This design comes from an exercise in tuning for small area and a short achievable clock period on the open sky130 flow, not from production work.
Where RTL was checked, it was by simulation tests only, not by an equivalence proof against the original.
Power figures rest on the tool's default switching activity, not on a simulated workload.

Design ALU, start of the top module:
module ALU(
input clk,
input [15:0] a, b,
input [3*8:0] op,
output [31:0] out
    );
For scale: about 9200 um2 of cells after synthesis.
clock: 28.0 ns
lec_check: 0
cap_margin: 20
core_margin: 2
core_utilization: 40
slew_margin: 20
standard.sh (not shown) runs the stock make flow with config.mk's settings and CLKGATE_MAP_FILE= SYNTH_SCRIPT=/design/flow/synth_recipe.tcl, a recipe that flattens the netlist after the stock synthesis.
==> flow/flow/run.sh <==
#!/bin/bash
# Layout flow: the standard ORFS flow, with
#  - the generated multiplier and adder modules mapped gate for gate onto cells (flow/map_cells.py)
#    before synthesis, so Yosys keeps their adder structure as written;
#  - small port buffers and a timing-repair slack target.
set -euo pipefail
MARGIN=$(cat flow/margin.txt 2>/dev/null || echo 0)
BUF=$(cat flow/portbuf.txt 2>/dev/null || echo sky130_fd_sc_hd__buf_2)
python3 flow/map_cells.py design.v design_mapped.v > map_cells.log 2>&1
bash standard.sh "VERILOG_FILES=$PWD/design_mapped.v" "BUFFER_PORTS_ARGS=-buffer_cell $BUF" "SETUP_SLACK_MARGIN=$MARGIN" finish > standard.log 2>&1
Other scripts of this flow, unchanged in this note and not shown: flow/flow/map_cells.py
The baseline passed the timing, design-rule and antenna checks.
Then changed:
==> flow/flow/margin.txt (new file) <==
13.9
What happened: The changed run completed with no timing, DRC or antenna violations; via count is higher by a few percent; worst hold slack gains 10 ps; worst setup slack gains 350 ps; sequential share of layout area is lower by 0.29 points; utilization is higher by 2.1 points; die area is unchanged; global-route usage is higher by 0.10 points; clock-buffer cell count does not change; power is higher by roughly a tenth.
No run of this note included a check of the RTL's function; only the layout flow was run.

---

## run A
ALU, a different RTL version from the one above (not shown whole).
Size: about 1500 cells after synthesis, roughly 32 flip-flops, about 11000 um^2 of cells after synthesis.
// ALU
module ALU(
input clk,
input [15:0] a, b,
input [3*8:0] op,
output [31:0] out
    );
wire [7:0] c0 = op[7:0], c1 = op[15:8], c2 = op[23:16];
wire z2  = (op[24:16] == 9'd0);          
wire z1  = z2 & (c1 == 8'd0);            
wire t3  = ~op[24];                      
wire is_mul  = z1 & (c0 == "*");
wire is_add  = z1 & (c0 == "+");
wire is_sub  = z1 & (c0 == "-");
wire is_not  = z1 & (c0 == "~");
wire is_or   = z1 & (c0 == "|");
wire is_and  = z1 & (c0 == "&");
wire is_xor  = z1 & (c0 == "^");
wire tl      = z2 & (c1 == "~");
wire is_nand = tl & (c0 == "&");
wire is_nor  = tl & (c0 == "|");
wire is_xnor = tl & (c0 == "^");
wire is_shl  = z2 & (c1 == "<") & (c0 == "<");
wire is_shr  = z2 & (c1 == ">") & (c0 == ">");
wire as_     = t3 & (c2 == "a") & (c1 == "s");
wire ro_     = t3 & (c2 == "r") & (c1 == "o");
wire is_asl  = as_ & (c0 == "l");
wire is_asr  = as_ & (c0 == "r");
wire is_rol  = ro_ & (c0 == "l");
wire is_ror  = ro_ & (c0 == "r");
wire is_cmp  = t3 & (c2 == "c") & (c1 == "m") & (c0 == "p");
wire [15:0] zl;
logical L(.a(a), .b(b),
  ...
clock: 28.0 ns
lec_check: 0
abc_area: 1
cap_margin: 20
core_margin: 2
core_utilization: 40
slew_margin: 20
==> flow/flow/run.sh <==
#!/bin/bash
# Standard ORFS layout with small port buffers and a timing-repair slack target.
set -euo pipefail
MARGIN=$(cat flow/margin.txt 2>/dev/null || echo 0)
BUF=$(cat flow/portbuf.txt 2>/dev/null || echo sky130_fd_sc_hd__buf_2)
bash standard.sh "BUFFER_PORTS_ARGS=-buffer_cell $BUF" "SETUP_SLACK_MARGIN=$MARGIN" finish > standard.log 2>&1
==> flow/flow/margin.txt <==
0
Run A ended with every stage complete and zero timing, DRC or antenna violations.
Input-level comparison between run B and run A:
==> flow/run.sh (new file) <==
#!/bin/bash
# synth_recipe.tcl (not shown) runs the flow's synth.tcl, then flattens the netlist and writes it again
# the make line also repeats each setting of config.mk as NAME=value (left out here)
make -C /OpenROAD-flow-scripts/flow DESIGN_CONFIG=/design/flow/config.mk WORK_HOME=/design/flow/orfs CLKGATE_MAP_FILE= SYNTH_SCRIPT=/design/flow/synth_recipe.tcl finish
removed: flow/flow/run.sh
removed: flow/flow/margin.txt
removed: flow/standard.sh
==> comparison <==
Run B against run A: cell count shows no meaningful change; setup slack after layout moved down.
Compared with run A, run B degrades power.
Modified inputs, run C compared to run B
==> flow/flow/run.sh (new file) <==
#!/bin/bash
# Standard ORFS layout with small port buffers and a timing-repair slack target.
set -euo pipefail
MARGIN=$(cat flow/margin.txt 2>/dev/null || echo 0)
BUF=$(cat flow/portbuf.txt 2>/dev/null || echo sky130_fd_sc_hd__buf_2)
bash standard.sh "BUFFER_PORTS_ARGS=-buffer_cell $BUF" "SETUP_SLACK_MARGIN=$MARGIN" finish > standard.log 2>&1
==> flow/flow/margin.txt (new file) <==
14
==> flow/standard.sh (new file) <==
#!/bin/bash
# synth_recipe.tcl (not shown) runs the flow's synth.tcl, then flattens the netlist and writes it again
# the make line also repeats each setting of config.mk as NAME=value (left out here)
make -C /OpenROAD-flow-scripts/flow DESIGN_CONFIG=/design/flow/config.mk WORK_HOME=/design/flow/orfs CLKGATE_MAP_FILE= SYNTH_SCRIPT=/design/flow/synth_recipe.tcl "${@:-finish}"
removed: flow/run.sh
### Flow results
Critical path endpoint: out[15] -> run B, out[8] -> run C. Diff run B -> run C: total design power shrank by 8.6%, final hold slack saw a decrease, clock share of power has decreased, final critical-path share of the clock period dropped 4.0 points, per-cell routed wire length dropped about 1.1%. Run C supports a higher top clock frequency than run B. Min routed wire length across run B and run C: run C. Post-layout instance area on run C is ahead of run B. Re largest stage delay on the critical path: run C is 0.21 ns down on run B.
Input changes introduced in run D (baseline for comparison: run C):
==> flow/flow/margin.txt <==
17
## What came out
Changes observed in run D relative to run C: share of final layout cell area taken by non-clock buffers went up by 8.3 points; hold slack fell by 0.0044 ns; area growth from synthesis to final layout now larger.
Summary of run D over run C: relative area of clock buffers and inverters in the final design now sits lower, number of sequential cells in the layout flat, routed wire length now larger, buffering stage count on the worst path with inverters included has increased.
Cell at the slowest stage of the critical path: sky130_fd_sc_hd__fa_1 -> run C, sky130_fd_sc_hd__inv_1 -> run D
Clock-pin slew of the registers on the worst-case setup and hold paths essentially unchanged between run C and run D.
Measured against run C, the cell count of run D comes out at 1.06 times the reference value.
Run D vs. run C: top fanout value on the critical path shows a reduction of 10; power shows an increase of 13%.

[separate check: timing with driven ports]
The results above use ideal ports. As a check the final layouts listed here were re-extracted and re-timed, cells and wires unchanged.
Step 1 sets driving cells, clkbuf_16 on the clock port and buf_2 on the other inputs (assumed; they add their load-dependent delay and slew).
Step 2 times the ports against the registers' clock, not the clock port: input delays grow and output delays shrink by t, the midpoint of the rising clock arrivals with the driver on.
Slacks: ideal ports / drivers / drivers and shift; pairs: ideal ports / drivers.
| run | t, ns | slack for setup (ns) | cell pins on the clock port's net |
|---|---|---|---|
| the first run of note 1 | 0.325 | 13.629 / 13.603 / 13.603 | 1 |
| the second run of note 1 | 0.325 | 13.974 / 13.951 / 13.951 | 1 |
| run A | 0.348 | 13.805 / 13.783 / 13.783 | 1 |
| run B | 0.349 | 13.158 / 13.135 / 13.135 | 1 |
| run C | 0.345 | 14.274 / 14.254 / 14.254 | 1 |
| run D | 0.339 | 14.826 / 14.632 / 14.632 | 1 |
After both steps every run listed still meets setup and hold. For run D, which loses most, drivers alone change the setup slack by -0.194 ns; drivers and shift together by -0.194 ns.
